Source: an optimization exercise on an open RTL-to-GDS flow (aim: small area). Production flows keep margins and buffers that such runs may drop. Function was checked by simulation only, so behaviour that the tests miss may differ from the original. Power is estimated from default activity; no workload was simulated.

$ cat flow/config.mk
export PLATFORM = sky130hd
export DESIGN_NAME = ES_top
export DESIGN_NICKNAME = ES_top
export VERILOG_FILES = /design/flow/design.v
export SDC_FILE = /design/flow/constraint.sdc
export NUM_CORES = 8
export LEC_CHECK = 0
export ABC_AREA = 1
export CAP_MARGIN = 20
export CORE_MARGIN = 2
export CORE_UTILIZATION = 60
export CTS_BUF_LIST = sky130_fd_sc_hd__clkbuf_8
export SLEW_MARGIN = 20
$ cat flow/design.v
module ES_top(
    input wire clk_t,
    input wire clr_t,
    input wire [7:0] sw_t,
    input wire [1:0] dip_t,
    input wire [9:0] ad_data_t,
    output wire clk_1kHz_t,
    output wire [7:0] seg_left_t,
    output wire [7:0] seg_right_t,
    output wire [3:0] an_left_t,
    output wire [3:0] an_right_t,
    output wire [13:0] dac_sum_t,
    input wire btn_up_t,
    input wire btn_down_t,
    input wire [1:0] waveform_sel_t,
    input wire mode_sel_t
    );
    wire [12:0] e;
    wire [13:0] freq_bcd;
    wire [6:0] qn;
    wire duty_valid;
    wire [2:0] fine_step;
    wire [1:0] waveform_type;
    wire [7:0] dac_dds, dac_wave;
    wire [7:0] sw_d2;
    wire [1:0] start;
    freq_division u_freq_division(.clk(clk_t), .clr(clr_t), .e(e));
    assign clk_1kHz_t = ~e[3];
    freq_meter u_freq_meter(.clk(clk_t), .rst(clr_t), .adc_data(ad_data_t),
        .e(e), .freq_bcd(freq_bcd));
    duty_cycle_meter u_duty_cycle_meter(.clk(clk_t), .rst(clr_t),
        .adc_data(ad_data_t), .qn(qn), .duty_valid(duty_valid));
    dds_high_res u_dds_high_res(.clk(clk_t), .rst(clr_t), .freq_word(sw_t),
        .btn_up(btn_up_t), .btn_down(btn_down_t), .dac_hi(dac_dds),
        .fine_step(fine_step), .sw_d2(sw_d2), .start(start));
    waveform_generator u_waveform_gen(.clk(clk_t), .rst(clr_t),
        .sw_d2(sw_d2), .start(start), .waveform_sel(waveform_sel_t), .dac_hi(dac_wave),
        .waveform_type(waveform_type));
    number u_number(.clk(clk_t), .rst(clr_t), .e(e), .sw(sw_t), .dip(dip_t),
        .fine_step(fine_step), .freq_bcd(freq_bcd), .qn(qn),
        .duty_valid(duty_valid), .waveform_type(waveform_type),
        .mode_sel(mode_sel_t), .seg_left(seg_left_t), .seg_right(seg_right_t),
        .an_left(an_left_t), .an_right(an_right_t));
    assign dac_sum_t = {mode_sel_t ? dac_wave : dac_dds, 6'b000000};
endmodule
module freq_division(
    input wire clk,
    input wire clr,
    output wire [12:0] e
    );
    reg [12:0] r;
    assign e = r ^ 13'h0008;
    function [12:0] inc13;
        input [12:0] v;
        reg c;
        integer i;
        begin
            c = 1'b1;
            for (i = 0; i < 13; i = i + 1) begin
                inc13[i] = v[i] ^ c;
                c = c & v[i];
            end
        end
    endfunction
    always @(posedge clk or posedge clr) begin
        if (clr) r <= 13'd0;
        else     r <= inc13(e) ^ 13'h0008;
    end
endmodule
module number(
    input wire clk,
    input wire rst,
    input wire [12:0] e,
    input wire [7:0] sw,
    input wire [1:0] dip,
    input wire [2:0] fine_step,
    input wire [13:0] freq_bcd,
    input wire [6:0] qn,                
    input wire duty_valid,
    input wire [1:0] waveform_type,
    input wire mode_sel,
    output wire [7:0] seg_left,
    output wire [7:0] seg_right,
    output wire [3:0] an_left,
    output wire [3:0] an_right
    );
    reg [6:0] duty_display;            
    always @(posedge clk or posedge rst) begin
        if (rst) duty_display <= 7'd99;
        else if ((e[3:0] == 4'hf) && duty_valid) duty_display <= qn;
    end
    wire k1, k2, b;
    wire [5:0] mh;
    hr_wrap u_wrap(.xh(sw[7:1]), .ml({sw[0], fine_step}), .k1(k1), .k2(k2), .b(b), .mh(mh));
    wire [27:0] i;
    hr_chain u_chain(.m({mh, sw[0], fine_step}), .i(i));
    display u_display(.e(e[6:4]), .dip(dip), .mode_sel(mode_sel), .i(i), .k1(k1), .k2(k2),
        .b(b), .freq_bcd(freq_bcd), .duty_display(duty_display),
        .waveform_type(waveform_type), .seg_left(seg_left), .seg_right(seg_right),
        .an_left(an_left), .an_right(an_right));
endmodule
module hr_wrap(
    input wire [6:0] xh,
    input wire [3:0] ml,
    output wire k1,
    output wire k2,
    output reg b,
    output wire [5:0] mh
    );
    assign k2 = (xh >= 7'd110);
    assign k1 = (xh >= 7'd55) & ~k2;
    wire [6:0] d = xh - (k2 ? 7'd110 : k1 ? 7'd55 : 7'd0);
    assign mh = d[5:0];
    always @(*) begin
        case (ml)
            4'd1:  b = (xh >= 7'd24 && xh < 7'd55) || xh >= 7'd61;
            4'd2:  b = (xh >= 7'd47 && xh < 7'd55) || (xh >= 7'd84 && xh < 7'd110) || xh >= 7'd121;
            4'd3:  b = (xh >= 7'd108 && xh < 7'd110);
            4'd6:  b = xh >= 7'd16;
            4'd7:  b = (xh >= 7'd39 && xh < 7'd55) || (xh >= 7'd76 && xh < 7'd110) || xh >= 7'd113;
            4'd8:  b = (xh >= 7'd99 && xh < 7'd110);
            4'd11: b = xh >= 7'd8;
            4'd12: b = (xh >= 7'd31 && xh < 7'd55) || xh >= 7'd68;
            4'd13: b = (xh == 7'd54) || (xh >= 7'd91 && xh < 7'd110);
            default: b = 1'b0;
        endcase
    end
endmodule
module hr_chain(
    input wire [9:0] m,
    output wire [27:0] i
    );
    function [12:0] x5;          
        input [9:0] f;
        reg [12:0] a, b;
        reg c;
        integer n;
        begin
            a = {3'b000, f};
            b = {1'b0, f, 2'b00};
            c = 1'b0;
            for (n = 0; n < 13; n = n + 1) begin
                x5[n] = a[n] ^ b[n] ^ c;
                c = (a[n] & b[n]) | (a[n] & c) | (b[n] & c);
            end
        end
    endfunction
    wire [12:0] t1 = x5(m);
    wire [12:0] t2 = x5(t1[9:0]);
    wire [12:0] t3 = x5({1'b0, t2[8:0]});
    wire [12:0] t4 = x5({2'b0, t3[7:0]});
    wire [12:0] t5 = x5({3'b0, t4[6:0]});
    wire [12:0] t6 = x5({4'b0, t5[5:0]});
    wire [12:0] t7 = x5({5'b0, t6[4:0]});
    assign i = {1'b0, t1[12:10], t2[12:9], t3[11:8], t4[10:7], t5[9:6], t6[8:5], t7[7:4]};
endmodule
module display(
    input wire [2:0] e,                 
    input wire [1:0] dip,
    input wire mode_sel,
    input wire [27:0] i,                
    input wire k1,
    input wire k2,
    input wire b,
    input wire [13:0] freq_bcd,
    input wire [6:0] duty_display,
    input wire [1:0] waveform_type,
    output wire [7:0] seg_left,
    output wire [7:0] seg_right,
    output wire [3:0] an_left,
    output wire [3:0] an_right
    );
    function [4:0] add4;         
        input [3:0] a;
        input [3:0] b;
        input ci;
        reg c;
        integer n;
        begin
            c = ci;
            for (n = 0; n < 4; n = n + 1) begin
                add4[n] = a[n] ^ b[n] ^ c;
                c = (a[n] & b[n]) | (a[n] & c) | (b[n] & c);
            end
            add4[4] = c;
        end
    endfunction
    function bcdc;               
        input [3:0] d;
        input [3:0] a;
        input ci;
        reg [4:0] s;
        begin
            s = add4(d, a, ci);
            bcdc = s[4] | (s[3] & (s[2] | s[1]));
        end
    endfunction
    wire [1:0] scan = e[1:0];
    wire group_sel = e[2];
    wire [2:0] j = {~e[2], e[1:0]};
    wire [3:0] duty_tens = 4'd9 - duty_display / 7'd10;
    wire [3:0] duty_ones = 4'd9 - duty_display % 7'd10;
    wire [3:0] i6 = i[27:24], i5 = i[23:20], i4 = i[19:16], i3 = i[15:12],
               i2 = i[11:8], i1 = i[7:4], i0 = i[3:0];
    wire [3:0] a0 = k2 ? 4'd6 : k1 ? 4'd8 : 4'd0;
    wire [3:0] a1 = k2 ? 4'd1 : 4'd0;
    wire [3:0] a2 = k2 ? 4'd8 : k1 ? 4'd9 : 4'd0;
    wire [3:0] a3 = k2 ? 4'd3 : k1 ? 4'd1 : 4'd0;
    wire c1 = bcdc(i0, a0, b);
    wire c2 = bcdc(i1, a1, c1);
    wire c3 = bcdc(i2, a2, c2);
    wire c4 = bcdc(i3, a3, c3);
    wire c5 = c4 & i4[3] & i4[0];
    wire c6 = c5 & i5[3] & i5[0];
    reg [3:0] hi, ha;
    reg hc;
    always @(*) begin
        case (j)
            3'd0: begin hi = i0; ha = a0; hc = b;  end
            3'd1: begin hi = i1; ha = a1; hc = c1; end
            3'd2: begin hi = i2; ha = a2; hc = c2; end
            3'd3: begin hi = i3; ha = a3; hc = c3; end
            3'd4: begin hi = i4; ha = 4'd0; hc = c4; end
            3'd5: begin hi = i5; ha = 4'd0; hc = c5; end
            3'd6: begin hi = i6; ha = 4'd0; hc = c6; end
            default: begin hi = 4'd0; ha = 4'd0; hc = 1'b0; end
        endcase
    end
    wire [4:0] hs = add4(hi, ha, hc);
    wire hco = hs[4] | (hs[3] & (hs[2] | hs[1]));
    wire [4:0] hs6 = add4(hs[3:0], 4'd6, 1'b0);
    wire [3:0] hr_digit = hco ? hs6[3:0] : hs[3:0];
    reg [3:0] digit;
    reg dp;
    always @(*) begin
        digit = 4'd0;
        dp = 1'b0;
        case (dip)
            2'b00: begin
                case (j)
                    3'd7: digit = 4'd2;
                    3'd5: digit = 4'd2;
                    3'd4: digit = 4'd5;
                    3'd2: digit = 4'd2;
                    3'd1: digit = 4'd1;
                    3'd0: digit = 4'd1;
                    default: digit = 4'd0;
                endcase
                dp = (j == 3'd4);
            end
            2'b01: begin
                digit = hr_digit;
                dp = (j == 3'd3);
            end
            2'b10: begin
                case (j)
                    3'd0: digit = freq_bcd[3:0];
                    3'd1: digit = freq_bcd[7:4];
                    3'd2: digit = freq_bcd[11:8];
                    3'd3: digit = {2'b00, freq_bcd[13:12]};
                    default: digit = 4'd0;
                endcase
                dp = (j == 3'd3);
            end
            default: begin
                if (!mode_sel) begin
                    case (j)
                        3'd0: digit = duty_ones;
                        3'd1: digit = duty_tens;
                        default: digit = 4'd0;
                    endcase
                    dp = (j == 3'd2);
                end else begin
                    digit = (j == 3'd3) ? {2'b00, waveform_type} : 4'd0;
                    dp = (j == 3'd4);
                end
            end
        endcase
    end
    reg [6:0] seg;
    always @(*) begin
        case (digit)
            4'd0: seg = 7'b0111111;
            4'd1: seg = 7'b0000110;
            4'd2: seg = 7'b1011011;
            4'd3: seg = 7'b1001111;
            4'd4: seg = 7'b1100110;
            4'd5: seg = 7'b1101101;
            4'd6: seg = 7'b1111101;
            4'd7: seg = 7'b0000111;
            4'd8: seg = 7'b1111111;
            4'd9: seg = 7'b1101111;
            default: seg = 7'b0000000;
        endcase
    end
    wire [3:0] an = {scan == 2'd3, scan == 2'd2, scan == 2'd1, scan == 2'd0};
    assign seg_left  = group_sel ? 8'd0 : {dp, seg};
    assign seg_right = group_sel ? {dp, seg} : 8'd0;
    assign an_left   = group_sel ? 4'd0 : an;
    assign an_right  = group_sel ? an : 4'd0;
endmodule
module freq_meter(
    input wire clk,
    input wire rst,
    input wire [9:0] adc_data,
    input wire [12:0] e,
    output reg [13:0] freq_bcd      
);
    reg sl_n;     
    reg sl;
    always @(posedge clk or posedge rst) begin
        if (rst) sl_n <= 1'b0;
        else if (adc_data >= 10'd522) sl_n <= 1'b1;
        else if (adc_data <= 10'd502) sl_n <= 1'b0;
    end
    always @(posedge clk) sl <= sl_n;
    wire win = (e >= 13'd2057) && (e <= 13'd6151);
    wire clear = (e[12:11] == 2'b00);
    wire load = (e == 13'd6159);
    wire cnt = win & sl_n & ~sl;
    function [4:0] dinc;         
        input [3:0] d;
        input c;
        reg co;
        begin
            co = c & d[3] & d[0];
            dinc[0] = d[0] ^ c;
            dinc[1] = (d[1] ^ (c & d[0])) & ~co;
            dinc[2] = d[2] ^ (c & d[0] & d[1]);
            dinc[3] = (d[3] ^ (c & d[0] & d[1] & d[2])) & ~co;
            dinc[4] = co;
        end
    endfunction
    reg [3:0] d0, d1, d2;
    reg [1:0] d3;
    wire [4:0] n0 = dinc(d0, cnt);
    wire [4:0] n1 = dinc(d1, n0[4]);
    wire [4:0] n2 = dinc(d2, n1[4]);
    wire [1:0] n3 = {d3[1] ^ (n2[4] & d3[0]), d3[0] ^ n2[4]};
    always @(posedge clk) begin
        if (clear) begin
            d0 <= 4'd0; d1 <= 4'd0; d2 <= 4'd0; d3 <= 2'd0;
        end else begin
            d0 <= n0[3:0]; d1 <= n1[3:0]; d2 <= n2[3:0]; d3 <= n3;
        end
    end
    always @(posedge clk or posedge rst) begin
        if (rst) freq_bcd <= 14'd0;
        else if (load) freq_bcd <= {d3, d2, d1, d0};
    end
endmodule
module duty_cycle_meter(
    input wire clk,
    input wire rst,
    input wire [9:0] adc_data,
    output wire [6:0] qn,           
    output wire duty_valid
);
    localparam IDLE = 3'd0, WAIT_LOW = 3'd1, WAIT_RISING = 3'd2,
               COUNT_HIGH = 3'd3, COUNT_LOW = 3'd4, DIV1 = 3'd5,
               DIV2 = 3'd6, WIN = 3'd7;
    reg is_high, is_low, prev_is_high;
    always @(posedge clk) begin
        is_high <= (adc_data >= 10'd520);
        is_low  <= (adc_data <= 10'd504);
        prev_is_high <= is_high;
    end
    wire rising_edge  = is_high & ~prev_is_high;
    wire falling_edge = ~is_high & prev_is_high;
    reg [2:0] state;
    reg [19:0] x;        
    reg [12:0] p;        
    wire [16:0] tq = x[18:2];
    wire tmo = (tq >= 17'd100024);             
    function [20:0] dstep;       
        input [19:0] xi;
        input [12:0] d;
        reg [13:0] r2, diff;
        reg ge, c;
        integer i;
        begin
            r2 = {xi[19:7], xi[6]};
            c = 1'b1;                        
            for (i = 0; i < 14; i = i + 1) begin
                diff[i] = r2[i] ^ ~(i < 13 ? d[i] : 1'b0) ^ c;
                c = (r2[i] & ~(i < 13 ? d[i] : 1'b0)) | (r2[i] & c) | (~(i < 13 ? d[i] : 1'b0) & c);
            end
            ge = ~diff[13];
            dstep = {ge, (ge ? diff[12:0] : r2[12:0]), xi[5:0], ge};
        end
    endfunction
    function [16:0] add25;       
        input [16:0] v;
        reg [16:0] k;
        reg c;
        integer i;
        begin
            k = 17'd25;
            c = 1'b0;
            for (i = 0; i < 17; i = i + 1) begin
                add25[i] = v[i] ^ k[i] ^ c;
                c = (v[i] & k[i]) | (v[i] & c) | (k[i] & c);
            end
        end
    endfunction
    function [12:0] inc13;
        input [12:0] v;
        reg c;
        integer i;
        begin
            c = 1'b1;
            for (i = 0; i < 13; i = i + 1) begin
                inc13[i] = v[i] ^ c;
                c = c & v[i];
            end
        end
    endfunction
    wire in_div = (state == COUNT_LOW) || (state == DIV1) || (state == DIV2);
    wire [19:0] xsrc = (state == COUNT_LOW) ? {1'b0, tq, 2'b11} : x;
    wire [20:0] s1 = dstep(xsrc, p);
    wire [20:0] s2 = dstep(s1[19:0], p);
    wire ge_last = s1[20];
    wire first = (p[12:6] != 7'd0);
    assign duty_valid = (state == WIN);
    assign qn = {x[5:0], first ? ge_last : x[6]};
    always @(posedge clk or posedge rst) begin
        if (rst) state <= IDLE;
        else case (state)
            IDLE: state <= WAIT_LOW;
            WAIT_LOW: begin
                if (is_low) state <= WAIT_RISING;
                else if (tmo) state <= IDLE;
            end
            WAIT_RISING: begin
                if (rising_edge) state <= COUNT_HIGH;
                else if (tmo) state <= IDLE;
            end
            COUNT_HIGH: begin
                if (falling_edge) state <= COUNT_LOW;
                else if (tmo) state <= IDLE;
            end
            COUNT_LOW: begin
                if (rising_edge) state <= DIV1;
                else if (tmo) state <= IDLE;
            end
            DIV1: state <= DIV2;
            DIV2: state <= (p > 13'd100) ? WIN : IDLE;
            default: if (!first && p[5]) state <= IDLE;
        endcase
    end
    wire restart = (state == IDLE) ||
                   (state == WAIT_LOW && is_low) ||
                   (state == WAIT_RISING && rising_edge) ||
                   (state == COUNT_HIGH && falling_edge);
    wire div_now = (state == DIV1) || (state == DIV2) ||
                   (state == COUNT_LOW && rising_edge);
    always @(posedge clk) begin
        if (div_now) x <= s2[19:0];
        else if (state == WIN) begin
            if (first) x[6] <= ge_last;
        end else if (restart) x[18:2] <= 17'd24;
        else x[18:2] <= add25(tq);
    end
    always @(posedge clk) begin
        if (state == WAIT_RISING || (state == WIN && first)) p <= 13'd1;
        else if (!div_now) p <= inc13(p);
    end
endmodule
module dds_high_res(
    input wire clk,
    input wire rst,
    input wire [7:0] freq_word,
    input wire btn_up,
    input wire btn_down,
    output wire [7:0] dac_hi,        
    output reg [2:0] fine_step,
    output reg [7:0] sw_d2,          
    output reg [1:0] start           
    );
    function [10:0] add11;
        input [10:0] a;
        input [10:0] b;
        reg c;
        integer i;
        begin
            c = 1'b0;
            for (i = 0; i < 11; i = i + 1) begin
                add11[i] = a[i] ^ b[i] ^ c;
                c = (a[i] & b[i]) | (a[i] & c) | (b[i] & c);
            end
        end
    endfunction
    function [5:0] inc6;
        input [5:0] v;
        reg c;
        integer i;
        begin
            c = 1'b1;
            for (i = 0; i < 6; i = i + 1) begin
                inc6[i] = v[i] ^ c;
                c = c & v[i];
            end
        end
    endfunction
    reg [10:0] phase_acc;            
    reg [7:0] sw_d1;
    reg [2:0] fs_d1, fs_d2;
    reg [5:0] up_cnt, dn_cnt;
    reg up_stable, dn_stable;
    wire up_mark = &up_cnt;
    wire dn_mark = &dn_cnt;
    wire up_full = up_cnt[5] & up_cnt[4] & up_cnt[1] & ~up_cnt[0];      
    wire dn_full = dn_cnt[5] & dn_cnt[4] & dn_cnt[1] & ~dn_cnt[0];
    wire [5:0] up_inc = inc6(up_cnt) | {5'd0, up_mark};                
    wire [5:0] dn_inc = inc6(dn_cnt) | {5'd0, dn_mark};
    always @(posedge clk or posedge rst) begin
        if (rst) begin
            up_cnt <= 6'd0;
            up_stable <= 1'b0;
        end else if (btn_up == up_stable) begin
            up_cnt <= 6'd0;
        end else if (up_full) begin
            up_stable <= btn_up;
            up_cnt <= 6'd63;
        end else begin
            up_cnt <= up_inc;
        end
    end
    always @(posedge clk or posedge rst) begin
        if (rst) begin
            dn_cnt <= 6'd0;
            dn_stable <= 1'b0;
        end else if (btn_down == dn_stable) begin
            dn_cnt <= 6'd0;
        end else if (dn_full) begin
            dn_stable <= btn_down;
            dn_cnt <= 6'd63;
        end else begin
            dn_cnt <= dn_inc;
        end
    end
    wire up_ev = up_stable & up_mark;       
    wire dn_ev = dn_stable & dn_mark;
    always @(posedge clk or posedge rst) begin
        if (rst) fine_step <= 3'd0;
        else if (up_ev) fine_step <= fine_step + 1'b1;
        else if (dn_ev) fine_step <= fine_step - 1'b1;
    end
    wire [7:0] sine;
    sine_rom u_sine(.a(phase_acc[10:3]), .s(sine));
    assign dac_hi = sine & {8{start[0]}};
    always @(posedge clk or posedge rst) begin
        if (rst) begin
            phase_acc <= 11'd0;
            sw_d1 <= 8'd0;
            sw_d2 <= 8'd0;
            fs_d1 <= 3'd0;
            fs_d2 <= 3'd0;
            start <= 2'b00;
        end else begin
            phase_acc <= add11(phase_acc, {sw_d2, fs_d2});
            sw_d1 <= freq_word;
            sw_d2 <= sw_d1;
            fs_d1 <= fine_step;
            fs_d2 <= fs_d1;
            start <= {start[0], 1'b1};
        end
    end
endmodule
module sine_rom(
    input wire [7:0] a,
    output wire [7:0] s
    );
    function [6:0] neg7;         
        input [6:0] v;
        reg c;
        integer i;
        begin
            c = 1'b1;
            for (i = 0; i < 7; i = i + 1) begin
                neg7[i] = ~v[i] ^ c;
                c = c & ~v[i];
            end
        end
    endfunction
    wire [6:0] idx = a[6] ? (neg7({1'b0, a[5:0]}) ^ 7'h40) : {1'b0, a[5:0]};    
    reg [6:0] q;
    always @(*) begin
          case (idx)
            7'd0: q = 7'd0;
            7'd1: q = 7'd3;
            7'd2: q = 7'd6;
            7'd3: q = 7'd9;
            7'd4: q = 7'd12;
            7'd5: q = 7'd16;
            7'd6: q = 7'd19;
            7'd7: q = 7'd22;
            7'd8: q = 7'd25;
            7'd9: q = 7'd28;
            7'd10: q = 7'd31;
            7'd11: q = 7'd34;
            7'd12: q = 7'd37;
            7'd13: q = 7'd40;
            7'd14: q = 7'd43;
            7'd15: q = 7'd46;
            7'd16: q = 7'd49;
            7'd17: q = 7'd51;
            7'd18: q = 7'd54;
            7'd19: q = 7'd57;
            7'd20: q = 7'd60;
            7'd21: q = 7'd63;
            7'd22: q = 7'd65;
            7'd23: q = 7'd68;
            7'd24: q = 7'd71;
            7'd25: q = 7'd73;
            7'd26: q = 7'd76;
            7'd27: q = 7'd78;
            7'd28: q = 7'd81;
            7'd29: q = 7'd83;
            7'd30: q = 7'd85;
            7'd31: q = 7'd88;
            7'd32: q = 7'd90;
            7'd33: q = 7'd92;
            7'd34: q = 7'd94;
            7'd35: q = 7'd96;
            7'd36: q = 7'd98;
            7'd37: q = 7'd100;
            7'd38: q = 7'd102;
            7'd39: q = 7'd104;
            7'd40: q = 7'd106;
            7'd41: q = 7'd107;
            7'd42: q = 7'd109;
            7'd43: q = 7'd111;
            7'd44: q = 7'd112;
            7'd45: q = 7'd113;
            7'd46: q = 7'd115;
            7'd47: q = 7'd116;
            7'd48: q = 7'd117;
            7'd49: q = 7'd118;
            7'd50: q = 7'd120;
            7'd51: q = 7'd121;
            7'd52: q = 7'd122;
            7'd53: q = 7'd122;
            7'd54: q = 7'd123;
            7'd55: q = 7'd124;
            7'd56: q = 7'd125;
            7'd57: q = 7'd125;
            7'd58: q = 7'd126;
            7'd59: q = 7'd126;
            7'd60: q = 7'd126;
            7'd61: q = 7'd127;
            7'd62: q = 7'd127;
            7'd63: q = 7'd127;
            7'd64: q = 7'd127;
            default: q = 7'd0;
          endcase
    end
    assign s = a[7] ? {q == 7'd0, neg7(q)} : {1'b1, q};
endmodule
module waveform_generator(
    input wire clk,
    input wire rst,
    input wire [7:0] sw_d2,          
    input wire [1:0] start,          
    input wire [1:0] waveform_sel,
    output wire [7:0] dac_hi,        
    output reg [1:0] waveform_type
    );
    function [7:0] add8;
        input [7:0] a;
        input [7:0] b;
        reg c;
        integer i;
        begin
            c = 1'b0;
            for (i = 0; i < 8; i = i + 1) begin
                add8[i] = a[i] ^ b[i] ^ c;
                c = (a[i] & b[i]) | (a[i] & c) | (b[i] & c);
            end
        end
    endfunction
    reg [7:0] phase_acc;             
    reg [1:0] sel_d2;
    always @(posedge clk or posedge rst) begin
        if (rst) begin
            phase_acc <= 8'd0;
            waveform_type <= 2'd0;
        end else begin
            phase_acc <= add8(phase_acc, sw_d2);
            waveform_type <= waveform_sel;
        end
    end
    always @(posedge clk) sel_d2 <= waveform_type;
    reg [7:0] wdata;
    always @(*) begin
        case (sel_d2)
            2'b00: wdata = phase_acc[7] ? 8'd0 : 8'd255;
            2'b01: wdata = {phase_acc[6:0] ^ {7{phase_acc[7]}}, 1'b0};
            2'b10: wdata = phase_acc;
            default: wdata = ~phase_acc;
        endcase
    end
    assign dac_hi = start[1] ? wdata : 8'd128;
endmodule
$ cat flow/run.sh
#!/bin/bash
# synth_recipe.tcl (not shown) runs the flow's synth.tcl, then flattens the netlist and writes it again
# the make line also repeats each setting of config.mk as NAME=value (left out here)
make -C /OpenROAD-flow-scripts/flow DESIGN_CONFIG=/design/flow/config.mk WORK_HOME=/design/flow/orfs CLKGATE_MAP_FILE= SYNTH_SCRIPT=/design/flow/synth_recipe.tcl finish
$ cat flow/constraint.sdc
create_clock -name core_clock -period 300.0 [get_ports {clk_t}]
set_input_delay 60.0000 -clock core_clock [delete_from_list [all_inputs] [get_ports {clk_t}]]
set_output_delay 60.0000 -clock core_clock [all_outputs]
set_load 0.01 [all_outputs]
==> flow_summary.toml, run 1 <==
[min_path]
hold_class = "reg2reg"

[floorplanning]
coreArea_mm2 = 0.0194
ioPinCount = 66
fp.dieH_um = 144
start_util_pct = 61.0
die_area_mm2 = 0.0209
die_x_um = 144
row_count = 51

[timing]
final_hold_viol_count = 0
finalCritPeriodShare_pct = 45.1
timing.fmax_mhz = 7.39
rsz0062_at_grt = "false"
slew_violations = 0
skew_ns = 0.0154
period_needed_ns = 135.38
slew_headroom_pct = 32.6
worst_pin_slew_ns = 1.01
setup_tns_ns = 0
setup_viol = 0

[run_status]
status = "no timing/DRC/antenna violations"

[worst_setup_path]
crit_top_cell = "fa_1"
crit_slowest_cell = "clkdlybuf4s50_1"
worstSetupStartpointType = "input port"
r2r_start = "u_duty_cycle_meter.x[6]$_DFF_P_"
reg2regPathDepth = 36
max_stage_delay_ns = 0.66
critPathCapture = "seg_right_t[3]"
cp_data_arrival_time_ns = 75.38
cp.required_ns = 240.00
reg2reg_setup_slack_ns = 286.87
cp-startpoint = "sw_t[4]"
critPathMaxFanout = 9
worstSetupPathType = "in2out"
r2r_end = "u_duty_cycle_meter.x[18]$_DFFE_PP_"
endpoint_kind = "output pin"

[power]
leakagePower_uw = 0.00636
vdd_drop_max_mv = 0.00923
p_per_area_mw_per_mm2 = 10.4

[grt]
grt_max_degree = 77
grt_pass1_vias = 8904
grt-ovfl-total = 0
antenna_found_initial = 0
grt_pass1_wl_mm = 41.9
grt_usage_pct = 25.1

[clock_network]
cts_root_buf = "clkbuf_8"
ctsHtreeMaxLevel = 4
cts_hold_buffers = 0
post_cts_buffers = 0
cts_buffers = 17
cts_buffer_depth = 2
cts_tree = "done"
clkSinkCount = 153
clk_latency_ns = 0.47
clk_pin_slew_ns = 0.09
cts-resized-gates = 0

[yosys]
synth_cell_types = 57
synth_ff_type = "dfrtp_1"
yosys-top-cells-area = "dfrtp_1 20%, fa_1 14%, ha_1 13%"
synth-edff-count = 19
ys_async_sr_fraction_pct = 65.4
postSynthAreaPerCell_um2 = 8.59
yosysTopAreaCellShare_pct = 20.3
yosysTopAreaCell = "dfrtp_1"
ys_warn_count = 10
seq_area_frac_synth_pct = 31.8
ys_ff_latch = 153
syn_area_mm2 = 0.0118
synthCells = 1378

[layout]
stdcell_area_mm2 = 0.0131
syn2layout_area_growth_pct = 10.4
diodes = 0
final_cell_count_no_fill = 1709
drive_above_1_share_pct = 5.89
finalNetCount = 1662

[flow_run]
cap_violations = 0

[detailed_routing]
initialDrtViolationCount = 551
drc_errors = 0
wl_per_cell_um = 14.5
antenna_left = 0
vias = 9230
wl_mm = 24.8
wl_met2_mm = 12.2
vias_per_cell = 5.40
wl_met1_mm = 11.5
dr.max_layer_used = "met4"
drtPass1Iterations = 7
wl_met3_um = 789

[placed_design]
place_area_mm2 = 0.0127
gp_congestion = 0.892
hpwlAfterDp_mm = 19.4
dp_cells = 1677
port-buffer-count = 59
## synthesized netlist by cell type (19+ instances only)
master and count:
nand3_1 56, clkbuf_1 23, dfxtp_1 34, nor2_1 106, o21ai_0 110, ha_1 119
nand2_1 200, fa_1 85, a21oi_1 73, nor3_1 19, dfrtp_1 96, inv_1 239
edfxtp_1 19
## cell type report
type	instances	area, µm²
inverter	248	933
fill	1694	6320
clock inverter	15	178
timing repair buffer	64	628
tap	265	332
sequential	153	3760
clock buffer	17	234
multi-input combinational	947	7010
## kinds of logic (layout without fill, tap and decap cells)
family / Yosys count / in the layout / synth area share [%]
AND/OR/NAND/NOR: 425 / 425 / 15.3
other: 2 / 7 / 0.0634
flip-flops: 153 / 153 / 31.8
AO/OA/AOI/OAI: 268 / 268 / 13.1
adder cells (fa/ha/maj): 207 / 207 / 27.2
buffers and inverters: 283 / 344 / 9.23
multiplexers: 18 / 18 / 1.70
XOR/XNOR: 22 / 22 / 1.63
## sequential cells by signal, indices dropped and copies added, names as in the netlist, 7 cells and up
signal and count:
u_duty_cycle_meter.x 20, u_freq_meter.freq_bcd 14, u_duty_cycle_meter.p 13, u_freq_division.r 13, u_dds_high_res.phase_acc 11, u_dds_high_res.sw_d1 8, u_dds_high_res.sw_d2 8, u_waveform_gen.phase_acc 8
u_number.duty_display 7
## cells in the final DEF (no fill, tap or decap), types with 4 or more instances in the layout
cell / Yosys / final
nor3_2: 3 / 4
o2111ai_1: 5 / 5
fa_1: 85 / 85
dfrtp_1: 96 / 96
nor3_1: 19 / 18
clkbuf_8: 0 / 17
o211ai_1: 9 / 9
a21oi_1: 73 / 73
inv_1: 239 / 238
a211oi_1: 5 / 5
mux2_2: 17 / 17
a22oi_1: 5 / 5
o21ai_0: 110 / 110
nor2_1: 106 / 106
o31ai_1: 6 / 6
nor4_1: 7 / 7
nand2_2: 8 / 8
inv_2: 8 / 8
edfxtp_1: 19 / 19
nand4_1: 17 / 17
nand3_1: 56 / 56
xor2_1: 8 / 8
o22ai_1: 6 / 6
conb_1: 2 / 7
clkdlybuf4s50_1: 0 / 59
nand2_1: 200 / 200
a31oi_1: 9 / 9
inv_6: 0 / 5
ha_1: 119 / 119
inv_8: 0 / 4
dfxtp_1: 34 / 34
buf_4: 6 / 5
xnor2_1: 14 / 14
o21ai_1: 12 / 12
dfstp_2: 4 / 4
## report_power, final
| part | switching (µW) | internal [µW] |
|---|---|---|
| logic | 54.0 | 34.7 |
| registers | 4.57 | 26.8 |
| clock network | 8.74 | 7.76 |
| total | 67.3 | 69.2 |
## per-layer routing
layer | up-vias | GRT usage, %
li1 | 4640 | -
met1 | 4393 | 33.7
met2 | 167 | 42.9
met3 | 30 | 4.11
met4 | 0 | 6.13
met5 | - | 0
## worst max-delay path: cells and delay by family
kind	cells	cell delay (ns)
adder cells (fa/ha/maj)	28	9.96
buffers and inverters	18	2.36
AO/OA/AOI/OAI	9	1.79
AND/OR/NAND/NOR	14	1.24
## through the flow
stage	total power, µW	utilization, %	hold WS [ns]	worst slack (ns)
final	137	67.4	0.348	164.62
after global routing	154	67.4	0.357	163.41
after CTS	137	67.4	0.353	164.59
after detailed placement	120	65.3	0.335	164.61
after global placement	117	65.3	0.332	165.07
after floorplan	99.3	-	0.331	166.82
## worst min-delay path by stage
stage	start	end	slack [ns]	depth (start not counted)
after floorplan	u_dds_high_res.fs_d1[0]$_DFF_PP0_	u_dds_high_res.fs_d2[0]$_DFF_PP0_	0.33	0
after global placement	u_dds_high_res.sw_d1[6]$_DFF_PP0_	u_dds_high_res.sw_d2[6]$_DFF_PP0_	0.33	0
after detailed placement	u_dds_high_res.fs_d1[1]$_DFF_PP0_	u_dds_high_res.fs_d2[1]$_DFF_PP0_	0.33	0
after CTS	u_dds_high_res.sw_d1[6]$_DFF_PP0_	u_dds_high_res.sw_d2[6]$_DFF_PP0_	0.35	0
after global routing	u_dds_high_res.sw_d1[6]$_DFF_PP0_	u_dds_high_res.sw_d2[6]$_DFF_PP0_	0.36	0
final	u_dds_high_res.sw_d1[6]$_DFF_PP0_	u_dds_high_res.sw_d2[6]$_DFF_PP0_	0.35	0
==> inputs of run 2 (changes only) <==
==> flow/flow/run.sh (new file) <==
#!/bin/bash
# Own layout flow: the standard layout (standard.sh, all steps) with
# these changes:
#  - synthesis: the standard flow's synthesis script, but ABC runs an area-oriented
#    script (flow/synth.tcl, flow/abc.script: &deepsyn, then amap) with no
#    delay target, and Yosys's full-adder extraction is off (ADDER_MAP_FILE
#    empty); the registers are the same as the standard synthesis's;
#  - every input and output port is buffered with buf_1;
#  - clock tree: clkbuf_8 buffers, no dummy loads.
# Each tool writes its log under orfs/logs/; make's own output goes to
# flow_make.log in the work folder.
set -euo pipefail
W=$(pwd)
bash "$W/standard.sh" \
  "SYNTH_SCRIPT=$W/flow/synth.tcl" \
  "ADDER_MAP_FILE=" \
  "BUFFER_PORTS_ARGS=-buffer_cell sky130_fd_sc_hd__buf_1" \
  "CTS_ARGS=-sink_clustering_enable -repair_clock_nets -buf_list sky130_fd_sc_hd__clkbuf_8 -dont_use_dummy_load" \
  finish > "$W/flow_make.log" 2>&1
==> flow/flow/abc.script (new file) <==
strash
dch
amap -F 4 -A 8
topo
==> flow/flow/synth.tcl (new file) <==
# The standard flow's synthesis script (synth_recipe.tcl) with one change: ABC runs the
# area script abc.script (beside this file) and gets no delay target.
proc synth {args} { yosys synth -nofsm -noshare {*}$args }
proc abc {args} {
  set i [lsearch -exact $args -script]
  if {$i >= 0} { set args [lreplace $args $i [expr {$i + 1}] -script $::own_abc_script] }
  set j [lsearch -exact $args -D]
  if {$j >= 0} { set args [lreplace $args $j [expr {$j + 1}]] }
  yosys abc {*}$args
}
set ::own_abc_script [file join [file dirname [file normalize [info script]]] abc.script]
source $::env(SCRIPTS_DIR)/synth.tcl
# left out here: clear keep_hierarchy, flatten, clean up, hide names made inside functions, write 1_2_yosys.v
==> flow/standard.sh (new file) <==
#!/bin/bash
# synth_recipe.tcl (not shown) runs the flow's synth.tcl, then flattens the netlist and writes it again
# the make line also repeats each setting of config.mk as NAME=value (left out here)
make -C /OpenROAD-flow-scripts/flow DESIGN_CONFIG=/design/flow/config.mk WORK_HOME=/design/flow/orfs CLKGATE_MAP_FILE= SYNTH_SCRIPT=/design/flow/synth_recipe.tcl "${@:-finish}"
--- a/flow/config.mk
+++ b/flow/config.mk
@@ -11,3 +11,2 @@
 export CORE_UTILIZATION = 60
-export CTS_BUF_LIST = sky130_fd_sc_hd__clkbuf_8
 export SLEW_MARGIN = 20
removed: flow/run.sh
==> run 2 against run 1 <==
Net effect:
- sequential cell count stayed put
- core utilization is 1.5 points lower
- die area is 10% lower
==> flow_summary.toml, run 2 <==
[run_status]
status = "no timing/DRC/antenna violations"

[clock_network]
clk_pin_slew_ns = 0.08
clk_latency_ns = 0.45
clkSinkCount = 153
cts-resized-gates = 0
cts_tree = "done"
ctsHtreeMaxLevel = 4
cts_hold_buffers = 0
cts_root_buf = "clkbuf_8"
cts_buffer_depth = 2
cts_buffers = 17
post_cts_buffers = 0

[power]
internal-power_uw = 52.7
p_sw_share_pct = 49.8
leakagePower_uw = 0.00405
power_frac_comb_pct = 61.0
power_frac_seq_pct = 27.7
power.share.clock_pct = 11.2
power_switching_uw = 52.2
p_per_area_mw_per_mm2 = 9.24
vdd_drop_max_mv = 0.00740

[detailed_routing]
drtPass1Iterations = 10
initialDrtViolationCount = 1096
wl_mm = 27.0
drc_errors = 0
vias = 11100
wl_per_cell_um = 14.7
vias_per_cell = 6.03
antenna_left = 0

[timing]
layout_setup_ws_ns = 166.99
finalCritPeriodShare_pct = 44.3
final_hold_viol_count = 0
worst_pin_slew_ns = 1.03
setup_tns_ns = 0
skew_ns = 0.0338
timing.fmax_mhz = 7.52
slew_headroom_pct = 30.9
setup_viol = 0
period_needed_ns = 133.01
slew_violations = 0
rsz0062_at_grt = "false"

[layout]
drive_above_1_share_pct = 2.04
fillers = 1559
reg_top3 = "u_duty_cycle_meter.x: 20 flops, u_freq_meter.freq_bcd: 14 flops"
finalNetCount = 1645
regMostFlops = "u_duty_cycle_meter.x"
final_common_cell = "nor2_1"
seq_area_mm2 = 0.00376
multi_input_area_mm2 = 0.00597
diodes = 0
largest_reg_flops = 20
final_cell_mix = "300 x nor2_1, 215 x clkinv_1, 215 x o21ai_0"
syn2layout_area_growth_pct = 7.53

[flow_run]
cap_violations = 0

[worst_setup_path]
worstSetupStartpointType = "input port"
critPathMaxFanout = 12
crit_top_cell = "o21ai_0"
cp_data_arrival_time_ns = 73.01
endpoint_kind = "output pin"
worstSetupPathType = "in2out"
crit_slowest_cell = "o41ai_1"
cp.required_ns = 240.00
max_stage_delay_ns = 0.45

[placed_design]
gp_congestion = 0.965
hpwlAfterDp_mm = 20.4
port-buffer-count = 59
pre_cts_ws_ns = 167.36

[yosys]
synth_most_common_cell = "nor2_1"
synth_cell_types = 56
ys_async_sr_fraction_pct = 65.4
yosysTopAreaCellShare_pct = 22.7
syn_area_mm2 = 0.0106
yosysTopAreaCell = "dfrtp_1"
synth_ff_type = "dfrtp_1"
synthCells = 1530
ys_ff_latch = 153
synth-edff-count = 19
seq_area_frac_synth_pct = 35.6
postSynthAreaPerCell_um2 = 6.90
synthTopCellsByCount = "300 x nor2_1, 216 x clkinv_1, 215 x o21ai_0"
yosys-top-cells-area = "dfrtp_1 23%, nor2_1 11%, o21ai_0 10%"
ys_warn_count = 10

[floorplanning]
fp.dieH_um = 137
row_count = 48
die_x_um = 137
ioPinCount = 66
coreArea_mm2 = 0.0172
start_util_pct = 61.3
die_area_mm2 = 0.0187

[grt]
grt_max_degree = 57
grt_usage_pct = 29.9
grt-ovfl-total = 0
grt_pass1_wl_mm = 45.1
grt_pass1_vias = 9743
antenna_found_initial = 0

[min_path]
hold_class = "reg2reg"
## run 2: cell types whose count changed in the layout (fill, tap and decap cells not counted), sizes merged, moves of 85 or more
| cell | before | now |
|---|---|---|
| clkinv | 2 | 215 |
| fa | 85 | 0 |
| ha | 119 | 0 |
| inv | 258 | 1 |
| nor2 | 107 | 300 |
| o21ai | 123 | 215 |
| o22ai | 6 | 91 |
## run 2: final cells by class
type	count	area share, %
Multi-Input combinational cell	1160	52.5
Sequential cell	153	33.1
Inverter	216	7.16
Timing Repair Buffer	70	2.68
Tap cell	225	2.48
Clock buffer	17	2.06
## run 2: path summary, 6_finish.rpt
kind	slack, ns	cells past startpoint	startpoint	end
hold / removal	0.32	0	u_dds_high_res.sw_d1[4]$_DFF_PP0_	u_dds_high_res.sw_d2[4]$_DFF_PP0_
setup reg to reg	289.62	55	u_duty_cycle_meter.p[0]$_SDFFE_PP1P_	u_duty_cycle_meter.x[17]$_DFFE_PP_
setup / recovery	166.99	68	sw_t[5]	seg_left_t[3]
min in group asynchronous	59.60	2	clr_t	u_freq_meter.sl_n$_DFFE_PP0P_
hold reg to reg	0.32	0	u_dds_high_res.sw_d1[4]$_DFF_PP0_	u_dds_high_res.sw_d2[4]$_DFF_PP0_
max in group asynchronous	239.24	3	clr_t	u_dds_high_res.sw_d1[3]$_DFF_PP0_
## run 2: cells by family after synthesis
group / synth area share (%)
buffers and inverters: 8.10
xor gates and xnor gates: 0.249
DFF: 35.6
AOI/OAI and AO/OA: 35.3
and+or+nand+nor: 20.7
other: 0.0711
## run 2: per-stage QoR
stage / std cells / power, µW / hold WS [ns] / util (%) / cell area, µm²
2_1_floorplan: 1535 / 77.7 / 0.331 / - / 10600
3_3_place_gp: 1824 / 90.8 / 0.333 / 64.5 / 11100
3_5_place_dp: 1824 / 92.1 / 0.335 / 64.5 / 11100
4_1_cts: 1841 / 104 / 0.318 / 65.9 / 11400
5_1_grt: 1841 / 115 / 0.319 / 65.9 / 11400
6_report: 1841 / 105 / 0.315 / 65.9 / 11400
## run 2: critical path: cells and delay by family
family | cells | cell delay, ns
AOI/OAI and AO/OA | 35 | 7.51
buffers and inverters | 12 | 2.42
and+or+nand+nor | 21 | 3.07
## run 2: per-layer routing
metal	track usage [%]	vias to the layer above	wire length, µm
met5	0	-	0
met4	7.81	0	508
met3	6.44	51	1800
met2	48.3	386	12400
met1	40.7	4966	12300
li1	-	5704	-
## run 2: power groups by stage
stage               registers (µW)  logic, µW  clock network, µW
global placement              29.2       61.6                  0
global route                  29.6       72.6               13.0
CTS                           29.0       63.1               12.1
floorplan                     28.4       49.4                  0
finish                        29.1       64.0               11.8
detailed placement            29.3       62.8                  0
==> inputs of run 3 (changes only) <==
--- a/flow/flow/run.sh
+++ b/flow/flow/run.sh
@@ -16,2 +16,3 @@
   "ADDER_MAP_FILE=" \
+  "SYNTH_INSBUF=0" \
   "BUFFER_PORTS_ARGS=-buffer_cell sky130_fd_sc_hd__buf_1" \
--- a/flow/config.mk
+++ b/flow/config.mk
@@ -11,2 +11,3 @@
 export CORE_UTILIZATION = 60
+export GPL_TIMING_DRIVEN = 0
 export SLEW_MARGIN = 20
==> run 3 against run 2 <==
Net effect:
- wire length fell by 1.7%
- synthesized cell count fell by 0.39%
- first-iteration DRC count fell by 13%
- area after synthesis fell by 0.43%
- clock power barely moved
- final cell count fell by 0.43%
- combinational power fell by 2%
- fmax fell by 0.61%
- largest power group unchanged
- highest routed layer unchanged
==> flow_summary.toml, run 3 <==
[run_status]
status = "no timing/DRC/antenna violations"

[detailed_routing]
initialDrtViolationCount = 955
wl_mm = 26.6
drtPass1Iterations = 5
vias_per_cell = 6.01
drc_errors = 0
wl_per_cell_um = 14.5
vias = 11000
antenna_left = 0

[floorplanning]
ioPinCount = 66
fp.dieH_um = 136
row_count = 48
coreArea_mm2 = 0.0172
die_x_um = 136
die_area_mm2 = 0.0186
start_util_pct = 61.0

[yosys]
ys_ff_latch = 153
synth_cell_types = 55
seq_area_frac_synth_pct = 35.7
synthTopCellsByCount = "300 x nor2_1, 216 x clkinv_1, 215 x o21ai_0"
synth_most_common_cell = "nor2_1"
synth-edff-count = 19
yosysTopAreaCell = "dfrtp_1"
yosysTopAreaCellShare_pct = 22.8
yosys-top-cells-area = "dfrtp_1 23%, nor2_1 11%, o21ai_0 10%"
synth_ff_type = "dfrtp_1"
postSynthAreaPerCell_um2 = 6.90
syn_area_mm2 = 0.0105
ys_warn_count = 10
synthCells = 1524
ys_async_sr_fraction_pct = 65.4

[placed_design]
port-buffer-count = 59
dp_cells = 1816
place_area_mm2 = 0.0111
hpwlAfterDp_mm = 19.8
gp_congestion = 0.910

[timing]
whs_ns = 0.350
rsz0062_at_grt = "false"
period_needed_ns = 133.83
final_hold_viol_count = 0
slew_violations = 0
setup_tns_ns = 0
slew_headroom_pct = 29.7
setup_viol = 0
skew_ns = 0.0327
worst_pin_slew_ns = 1.03
finalCritPeriodShare_pct = 44.6
timing.fmax_mhz = 7.47

[layout]
final_common_cell = "nor2_1"
final_cell_mix = "299 x nor2_1, 215 x clkinv_1, 213 x o21ai_0"
final_cell_count_no_fill = 1833
finalNetCount = 1637
reg_top3 = "u_duty_cycle_meter.x: 20 flops, u_freq_meter.freq_bcd: 14 flops"
syn2layout_area_growth_pct = 7.91
largest_reg_flops = 20
regMostFlops = "u_duty_cycle_meter.x"
diodes = 0
stdcell_area_mm2 = 0.0113
post-route-util_pct = 65.8
drive_above_1_share_pct = 1.93

[worst_setup_path]
crit_family = "compound AO/OA/AOI/OAI gates"
crit_top_cell = "o21ai_0"
critPathMaxFanout = 12
crit_slowest_cell = "nor2_1"
max_stage_delay_ns = 0.60
worstSetupPathType = "in2out"
worstSetupStartpointType = "input port"
cp_data_arrival_time_ns = 73.83
reg2regPathDepth = 53
crit_buf_inv = 11
endpoint_kind = "output pin"
cp.depth = 67
cp.required_ns = 240.00

[flow_run]
cap_violations = 0

[min_path]
holdPathStages = 0
hold_class = "reg2reg"

[grt]
grt_pass1_wl_mm = 43.8
grt_max_degree = 81
antenna_found_initial = 0
grt_pass1_vias = 9532
grt_usage_pct = 29.0
grt-ovfl-total = 0

[clock_network]
cts-resized-gates = 0
clk_latency_ns = 0.46
ctsHtreeMaxLevel = 4
cts_root_buf = "clkbuf_8"
cts_tree = "done"
clkSinkCount = 153
clk_pin_slew_ns = 0.07
cts_buffers = 17
cts_hold_buffers = 0
post_cts_buffers = 0
cts_buffer_depth = 2

[power]
leakagePower_uw = 0.00402
p_per_area_mw_per_mm2 = 9.19
vdd_drop_max_mv = 0.00744
## run 3: cell count changes in the layout (fill, tap and decap cells not counted), moves of 2 or more
cell	delta
nor3_1	-2
o21ai_0	-2
nor3_2	+2
buf_4	-9
o21ai_1	+2
## run 3: cells by family (layout without fill, tap and decap cells)
family	after synthesis	after routing	synth area share [%]
other cells	2	7	0.0714
buf+inv	216	295	7.71
compound gates	614	614	35.4
simple gates	536	536	20.8
xor+xnor	3	3	0.250
flops	153	153	35.7
## run 3: cell type report
| type | instances | area, µm² |
|---|---|---|
| Clock buffer | 17 | 234 |
| Sequential cell | 153 | 3760 |
| Inverter | 216 | 816 |
| Fill cell | 1547 | 5890 |
| Multi-Input combinational cell | 1160 | 5990 |
| Tap cell | 225 | 282 |
| Timing Repair Buffer | 62 | 264 |
## run 3: final timing paths
| check | startpoint | endpoint | slack, ns |
|---|---|---|---|
| min reg2reg | u_dds_high_res.sw_d1[5]$_DFF_PP0_ | u_dds_high_res.sw_d2[5]$_DFF_PP0_ | 0.35 |
| max in group asynchronous | clr_t | u_number.duty_display[1]$_DFFE_PP1P_ | 239.85 |
| min in group asynchronous | clr_t | u_dds_high_res.phase_acc[10]$_DFF_PP0_ | 59.47 |
| max | sw_t[5] | seg_right_t[3] | 166.17 |
| min | u_dds_high_res.sw_d1[5]$_DFF_PP0_ | u_dds_high_res.sw_d2[5]$_DFF_PP0_ | 0.35 |
| max reg2reg | u_duty_cycle_meter.p[0]$_SDFFE_PP1P_ | u_duty_cycle_meter.x[12]$_DFFE_PP_ | 288.65 |
## run 3: metal layers
layer	routed length (µm)	global-route usage [%]	part of all wire (%)
met4	425	7.81	1.6
met3	1720	5.67	6.5
met2	12100	47.1	46
met5	0	0	0
met1	12300	39.6	46
## run 3: per-stage QoR
| step | total power [µW] | setup slack, ns |
|---|---|---|
| after floorplan | 77.7 | 169.59 |
| after CTS | 104 | 166.60 |
| after detailed placement | 91.5 | 166.65 |
| after global placement | 89.5 | 166.82 |
| final | 104 | 166.17 |
| after global routing | 114 | 164.43 |
## run 3: where the power goes
group          switching [µW]  internal [µW]  total [µW]  leakage, µW
logic                    41.1           22.0        63.0      0.00215
clock network            7.02           5.01        12.0     0.000122
registers                4.04           25.2        29.3      0.00175
total                    52.1           52.2         104      0.00402
==> inputs of run 4 (changes only) <==
--- a/flow/flow/run.sh
+++ b/flow/flow/run.sh
@@ -16,3 +16,2 @@
   "ADDER_MAP_FILE=" \
-  "SYNTH_INSBUF=0" \
   "BUFFER_PORTS_ARGS=-buffer_cell sky130_fd_sc_hd__buf_1" \
==> flow/flow/abc.script (replaced) <==
strash
&get -n
&deepsyn -S 1 -T 120
&put
dch
amap -F 4 -A 8
strash
&get -n
&deepsyn -T 60 -S 3
&put
dch
amap -F 4 -A 8
topo
--- a/flow/config.mk
+++ b/flow/config.mk
@@ -11,3 +11,2 @@
 export CORE_UTILIZATION = 60
-export GPL_TIMING_DRIVEN = 0
 export SLEW_MARGIN = 20
==> run 4 against run 3 <==
Net effect:
- still clean
- wire length down 3.8%
- first-iteration DRC count down 19%
- register-to-register slack better by 0.06 ns
- area after synthesis down 4.5%
- sequential share of layout area up 1.6 points
- critical endpoint is now seg_left_t[4]
- largest cell class unchanged
- highest routed layer unchanged
==> flow_summary.toml, run 4 <==
[power]
power_frac_comb_pct = 59.7
vdd_drop_max_mv = 0.00654
power_switching_uw = 50.8
p_sw_share_pct = 50.4
power_frac_seq_pct = 28.8
internal-power_uw = 50.1
leakagePower_uw = 0.00398
power.share.clock_pct = 11.4
p_per_area_mw_per_mm2 = 9.33

[yosys]
synthTopCellsByCount = "285 x nor2_1, 211 x clkinv_1, 158 x o21ai_0"
yosys-top-cells-area = "dfrtp_1 24%, nor2_1 11%, clkinv_1 7.9%"
postSynthAreaPerCell_um2 = 7.09
seq_area_frac_synth_pct = 37.4
synth_most_common_cell = "nor2_1"
yosysTopAreaCellShare_pct = 23.9
syn_area_mm2 = 0.0100
ys_async_sr_fraction_pct = 65.4
synth_cell_types = 52
synth-edff-count = 19
yosysTopAreaCell = "dfrtp_1"
ys_ff_latch = 153
synthCells = 1417
ys_warn_count = 10
synth_ff_type = "dfrtp_1"

[timing]
slew_violations = 0
finalCritPeriodShare_pct = 43.2
rsz0062_at_grt = "false"
whs_ns = 0.347
timing.fmax_mhz = 7.71
period_needed_ns = 129.74
setup_tns_ns = 0
setup_viol = 0
worst_pin_slew_ns = 0.922
skew_ns = 0.0264
slew_headroom_pct = 38.5
final_hold_viol_count = 0

[min_path]
hold_path_startpoint = "u_dds_high_res.sw_d1[0]$_DFF_PP0_"
hold_class = "reg2reg"
holdPathStages = 0
whs_endpoint = "u_dds_high_res.sw_d2[0]$_DFF_PP0_"

[layout]
largest_reg_flops = 20
final_cell_mix = "285 x nor2_1, 210 x clkinv_1, 158 x o21ai_0"
regMostFlops = "u_duty_cycle_meter.x"
syn2layout_area_growth_pct = 7.71
finalNetCount = 1530
reg_top3 = "u_duty_cycle_meter.x: 20 flops, u_freq_meter.freq_bcd: 14 flops"
final_common_cell = "nor2_1"
drive_above_1_share_pct = 2.07
diodes = 0

[grt]
grt_pass1_vias = 9307
met3_usage_pct = 6.13
grt_max_degree = 72
gr-usage-met2_pct = 47.4
grt-ovfl-total = 0
antenna_found_initial = 0
grt_pass1_wl_mm = 42.9
grt-busiest-layer = "met2"
grt_usage_pct = 29.5
grt.met1_usage_pct = 40.3

[worst_setup_path]
worstSetupPathType = "in2out"
endpoint_kind = "output pin"
worstSetupStartpointType = "input port"
crit_family = "compound AO/OA/AOI/OAI gates"
critPathMaxFanout = 9
cp.required_ns = 240.00
cp.depth = 57
reg2regPathDepth = 56
crit_buf_inv = 8
crit_slowest_cell = "or3b_1"
reg2reg_setup_slack_ns = 288.71
cp_data_arrival_time_ns = 69.74
max_stage_delay_ns = 0.38
r2r_end = "u_duty_cycle_meter.x[7]$_DFFE_PP_"
crit_top_cell = "nor2_1"
r2r_start = "u_duty_cycle_meter.p[0]$_SDFFE_PP1P_"

[flow_run]
cap_violations = 0

[floorplanning]
fp.dieH_um = 133
start_util_pct = 61.0
row_count = 47
die_area_mm2 = 0.0178
die_x_um = 133
ioPinCount = 66
coreArea_mm2 = 0.0165

[detailed_routing]
wl_mm = 25.6
drc_errors = 0
vias_per_cell = 6.01
initialDrtViolationCount = 769
wl_per_cell_um = 14.8
antenna_left = 0
vias = 10300
drtPass1Iterations = 6

[clock_network]
clk_pin_slew_ns = 0.08
post_cts_buffers = 0
ctsHtreeMaxLevel = 4
cts_tree = "done"
cts_buffer_depth = 2
clk_latency_ns = 0.46
cts_hold_buffers = 0
cts-resized-gates = 0
cts_root_buf = "clkbuf_8"
clkSinkCount = 153
cts_buffers = 17

[placed_design]
gp_congestion = 0.946
hpwlAfterDp_mm = 19.8
port-buffer-count = 59

[run_status]
status = "no timing/DRC/antenna violations"
run 4: changes by cell type after synthesis, moves of 15 or more:
cell	delta
a21oi_1	-18
nor2_1	-15
o21ai_0	-57
a21o_1	+18
nand2_1	-20
o22ai_1	-33
run 4: worst max path at each step:
stage	start	to
after floorplan	sw_t[4]	seg_left_t[4]
after global placement	sw_t[3]	seg_left_t[4]
after detailed placement	sw_t[3]	seg_left_t[4]
after CTS	sw_t[3]	seg_left_t[4]
after global routing	sw_t[3]	seg_left_t[4]
final	sw_t[5]	seg_left_t[4]
run 4: metal layers:
metal | vias up | share of wire, %
li1 | 5250 | -
met4 | 0 | 1.9
met3 | 61 | 7.3
met2 | 350 | 45
met1 | 4683 | 46
met5 | - | 0
run 4: cells by family after synthesis:
kind of cell	synth area share (%)
other	0.0748
and+or+nand+nor	21.0
DFF	37.4
buffers and inverters	8.34
AOI/OAI and AO/OA	33.2
run 4: stage by stage:
stage	area, µm²	util [%]	total power [µW]	setup slack (ns)	std cells
after floorplan	10100	-	74.7	172.33	1422
after global placement	10600	64.3	87.3	170.90	1704
after detailed placement	10600	64.3	88.1	170.48	1704
after CTS	10800	65.7	99.9	170.46	1721
after global routing	10800	65.7	110	168.90	1721
final	10800	65.7	101	170.26	1721
run 4: layout make-up:
| cell class | count | area (µm²) |
|---|---|---|
| fillers | 1482 | 5650 |
| multi-input cells | 1052 | 5470 |
| flip-flops and latches | 153 | 3760 |
| inverters | 211 | 795 |
| repair buffers | 68 | 289 |
| well taps | 220 | 275 |
| clock buffers | 17 | 234 |
run 4: power groups by stage:
stage | Combinational, µW | Clock, µW | Sequential [µW]
after floorplan | 46.4 | 0 | 28.3
after global placement | 58.1 | 0 | 29.3
after detailed placement | 58.8 | 0 | 29.4
after CTS | 59.1 | 11.9 | 29.0
after global routing | 68.1 | 12.6 | 29.7
final | 60.3 | 11.5 | 29.1
==> inputs of run 5 (changes only) <==
==> flow/flow/abc.script (replaced) <==
strash
dch
amap -F 4 -A 8
topo
--- a/flow/config.mk
+++ b/flow/config.mk
@@ -10,3 +10,4 @@
 export CORE_MARGIN = 2
-export CORE_UTILIZATION = 60
+export CORE_UTILIZATION = 75
+export PLACE_DENSITY = 0.8
 export SLEW_MARGIN = 20
==> run 5 against run 4 <==
Net effect:
- via count up 14%
- design area up 4.5%
- die area down 15%
- global-route usage up 8.8 points
- worst setup slack worse by 3.4 ns
- total power up 5.3%
- critical path type unchanged
- largest power group unchanged
- highest routed layer unchanged
==> flow_summary.toml, run 5 <==
[run_status]
status = "no timing/DRC/antenna violations"

[power]
leakagePower_uw = 0.00405
power_switching_uw = 53.6
power_frac_seq_pct = 27.6
internal-power_uw = 52.7
vdd_drop_max_mv = 0.00570
p_sw_share_pct = 50.4
power_uw = 106
power.share.clock_pct = 11.0
p_per_area_mw_per_mm2 = 9.40
power_frac_comb_pct = 61.4

[min_path]
whs_endpoint = "u_dds_high_res.sw_d2[7]$_DFF_PP0_"
hold_class = "reg2reg"
hold_path_startpoint = "u_dds_high_res.sw_d1[7]$_DFF_PP0_"
holdPathStages = 0

[layout]
finalNetCount = 1644
final_cell_mix = "300 x nor2_1, 215 x clkinv_1, 215 x o21ai_0"
stdcell_area_mm2 = 0.0113
final_common_cell = "nor2_1"
regMostFlops = "u_duty_cycle_meter.x"
reg_top3 = "u_duty_cycle_meter.x: 20 flops, u_freq_meter.freq_bcd: 14 flops"
fillers = 947
diodes = 0
syn2layout_area_growth_pct = 6.98
largest_reg_flops = 20
drive_above_1_share_pct = 2.04

[worst_setup_path]
max_stage_delay_ns = 0.55
critPathMaxFanout = 12
crit_slowest_cell = "o41ai_1"
crit_family = "compound AO/OA/AOI/OAI gates"
cp-startpoint = "sw_t[5]"
cp.required_ns = 240.00
reg2regPathDepth = 54
worstSetupStartpointType = "input port"
endpoint_kind = "output pin"
worstSetupPathType = "in2out"
crit_top_cell = "o21ai_0"
r2r_start = "u_duty_cycle_meter.p[0]$_SDFFE_PP1P_"
reg2reg_setup_slack_ns = 289.84
cp_data_arrival_time_ns = 73.14
crit_buf_inv = 12
r2r_end = "u_duty_cycle_meter.x[17]$_DFFE_PP_"

[grt]
antenna_found_initial = 0
grt_usage_pct = 38.2
grt_pass1_wl_mm = 46.6
grt_pass1_vias = 10400
grt_max_degree = 58
grt-ovfl-total = 0

[detailed_routing]
wl_per_cell_um = 15.9
vias = 11800
vias_per_cell = 6.56
drc_errors = 0
initialDrtViolationCount = 1387
antenna_left = 0
wl_mm = 28.6
drtPass1Iterations = 9

[floorplanning]
coreArea_mm2 = 0.0138
die_area_mm2 = 0.0150
row_count = 43
start_util_pct = 76.4
ioPinCount = 66
die_x_um = 123
fp.dieH_um = 123

[yosys]
ys_async_sr_fraction_pct = 65.4
synth_most_common_cell = "nor2_1"
synth_ff_type = "dfrtp_1"
synth_cell_types = 56
synthTopCellsByCount = "300 x nor2_1, 216 x clkinv_1, 215 x o21ai_0"
syn_area_mm2 = 0.0106
ys_warn_count = 10
seq_area_frac_synth_pct = 35.6
ys_ff_latch = 153
synthCells = 1530
postSynthAreaPerCell_um2 = 6.90
synth-edff-count = 19
yosys-top-cells-area = "dfrtp_1 23%, nor2_1 11%, o21ai_0 10%"
yosysTopAreaCellShare_pct = 22.7
yosysTopAreaCell = "dfrtp_1"

[timing]
timing.fmax_mhz = 7.51
finalCritPeriodShare_pct = 44.4
slew_violations = 0
worst_pin_slew_ns = 1.03
skew_ns = 0.0249
setup_viol = 0
period_needed_ns = 133.14
final_hold_viol_count = 0
slew_headroom_pct = 30.7
setup_tns_ns = 0
rsz0062_at_grt = "false"

[clock_network]
clkSinkCount = 153
post_cts_buffers = 0
cts_hold_buffers = 0
cts_root_buf = "clkbuf_8"
cts-resized-gates = 0
cts_tree = "done"
clk_pin_slew_ns = 0.08
clk_latency_ns = 0.47
cts_buffer_depth = 2
ctsHtreeMaxLevel = 4
cts_buffers = 17

[placed_design]
gp_congestion = 0.952
port-buffer-count = 59
hpwlAfterDp_mm = 21.0
place_area_mm2 = 0.0111

[flow_run]
cap_violations = 0
## run 5: cell types whose count changed after synthesis, moves of 5 or more
| cell | change |
|---|---|
| nor2_1 | +15 |
| a211oi_1 | -11 |
| o32ai_1 | +5 |
| nor2b_1 | -6 |
| a21oi_1 | +18 |
| nand3_1 | -6 |
| o21ai_0 | +57 |
| o22ai_1 | +33 |
| a221oi_1 | -6 |
| clkinv_1 | +5 |
| a222oi_1 | +6 |
| a21o_1 | -18 |
| nand2_1 | +20 |
## run 5: layout make-up
type / instances / area, µm² / share of cell area, %
Timing Repair Buffer: 69 / 297 / 2.62
Tap cell: 180 / 225 / 1.99
Clock buffer: 17 / 234 / 2.07
Sequential cell: 153 / 3760 / 33.3
Multi-Input combinational cell: 1160 / 5970 / 52.8
Inverter: 216 / 813 / 7.20
## run 5: power by group through the flow
stage	Clock, µW	Sequential (µW)	Combinational, µW
floorplan	0	28.4	49.4
global placement	0	29.2	60.2
detailed placement	0	29.4	62.9
CTS	11.6	29.1	63.5
global route	12.5	29.7	72.8
finish	11.7	29.3	65.3
## run 5: per-stage QoR
step | setup WS [ns] | util, % | instances | hold WS [ns]
floorplan | 169.59 | - | 1535 | 0.331
global placement | 168.02 | 80.0 | 1778 | 0.332
detailed placement | 167.36 | 80.0 | 1778 | 0.336
CTS | 167.23 | 81.7 | 1795 | 0.341
global route | 164.96 | 81.7 | 1795 | 0.350
finish | 166.86 | 81.7 | 1795 | 0.343
## run 5: cells by family after synthesis
| logic type | share of synthesized area, % |
|---|---|
| and+or+nand+nor | 20.7 |
| AOI/OAI and AO/OA | 35.3 |
| buffers and inverters | 8.10 |
| other | 0.0711 |
| DFF | 35.6 |
| xor gates and xnor gates | 0.249 |
## run 5: worst max path at each step
stage / endpoint / slack (ns) / cells after the start
3_3_place_gp: seg_right_t[3] / 168.02 / 68
3_5_place_dp: seg_right_t[3] / 167.36 / 72
2_1_floorplan: seg_left_t[3] / 169.59 / 66
5_1_grt: seg_right_t[3] / 164.96 / 72
6_report: seg_right_t[3] / 166.86 / 70
4_1_cts: seg_right_t[3] / 167.23 / 72
## run 5: layer usage
metal / global-route usage (%) / vias up / wire length (µm)
li1: - / 5686 / -
met1: 48.6 / 5307 / 11800
met2: 64.4 / 672 / 13500
met3: 8.04 / 106 / 2540
met4: 13.9 / 0 / 760
met5: 0 / - / 0

## what the ideal ports hide
In the flow no input, the clock included, has a driving cell. The finished layouts below were timed again as built, in two steps. Step 1, drivers: a clkbuf_16 drives clk_t and a buf_2 each remaining input, both assumed. Step 2 adds t to the input delays and takes it off the output delays; t is the mean of the earliest and latest rising clock arrival at the registers after step 1. Input paths then give back, and output paths get back, about the clock's delay inside the block. Three values: ideal ports, drivers, drivers and shift; two values: the first two.
run | t (ns) | slack for setup (ns) | slew at the worst register clock pin (ns)
run 1 | 0.500 | 164.623 / 164.601 / 164.601 | 0.10 / 0.10
run 2 | 0.476 | 166.994 / 166.971 / 166.971 | 0.09 / 0.09
run 3 | 0.482 | 166.172 / 166.140 / 166.140 | 0.10 / 0.10
run 4 | 0.483 | 170.260 / 170.198 / 170.198 | 0.09 / 0.09
run 5 | 0.493 | 166.864 / 166.841 / 166.841 | 0.09 / 0.09
After both steps every run listed still meets setup and hold. For run 4, which loses most, drivers alone change the setup slack by -0.062 ns; drivers and shift together by -0.062 ns.
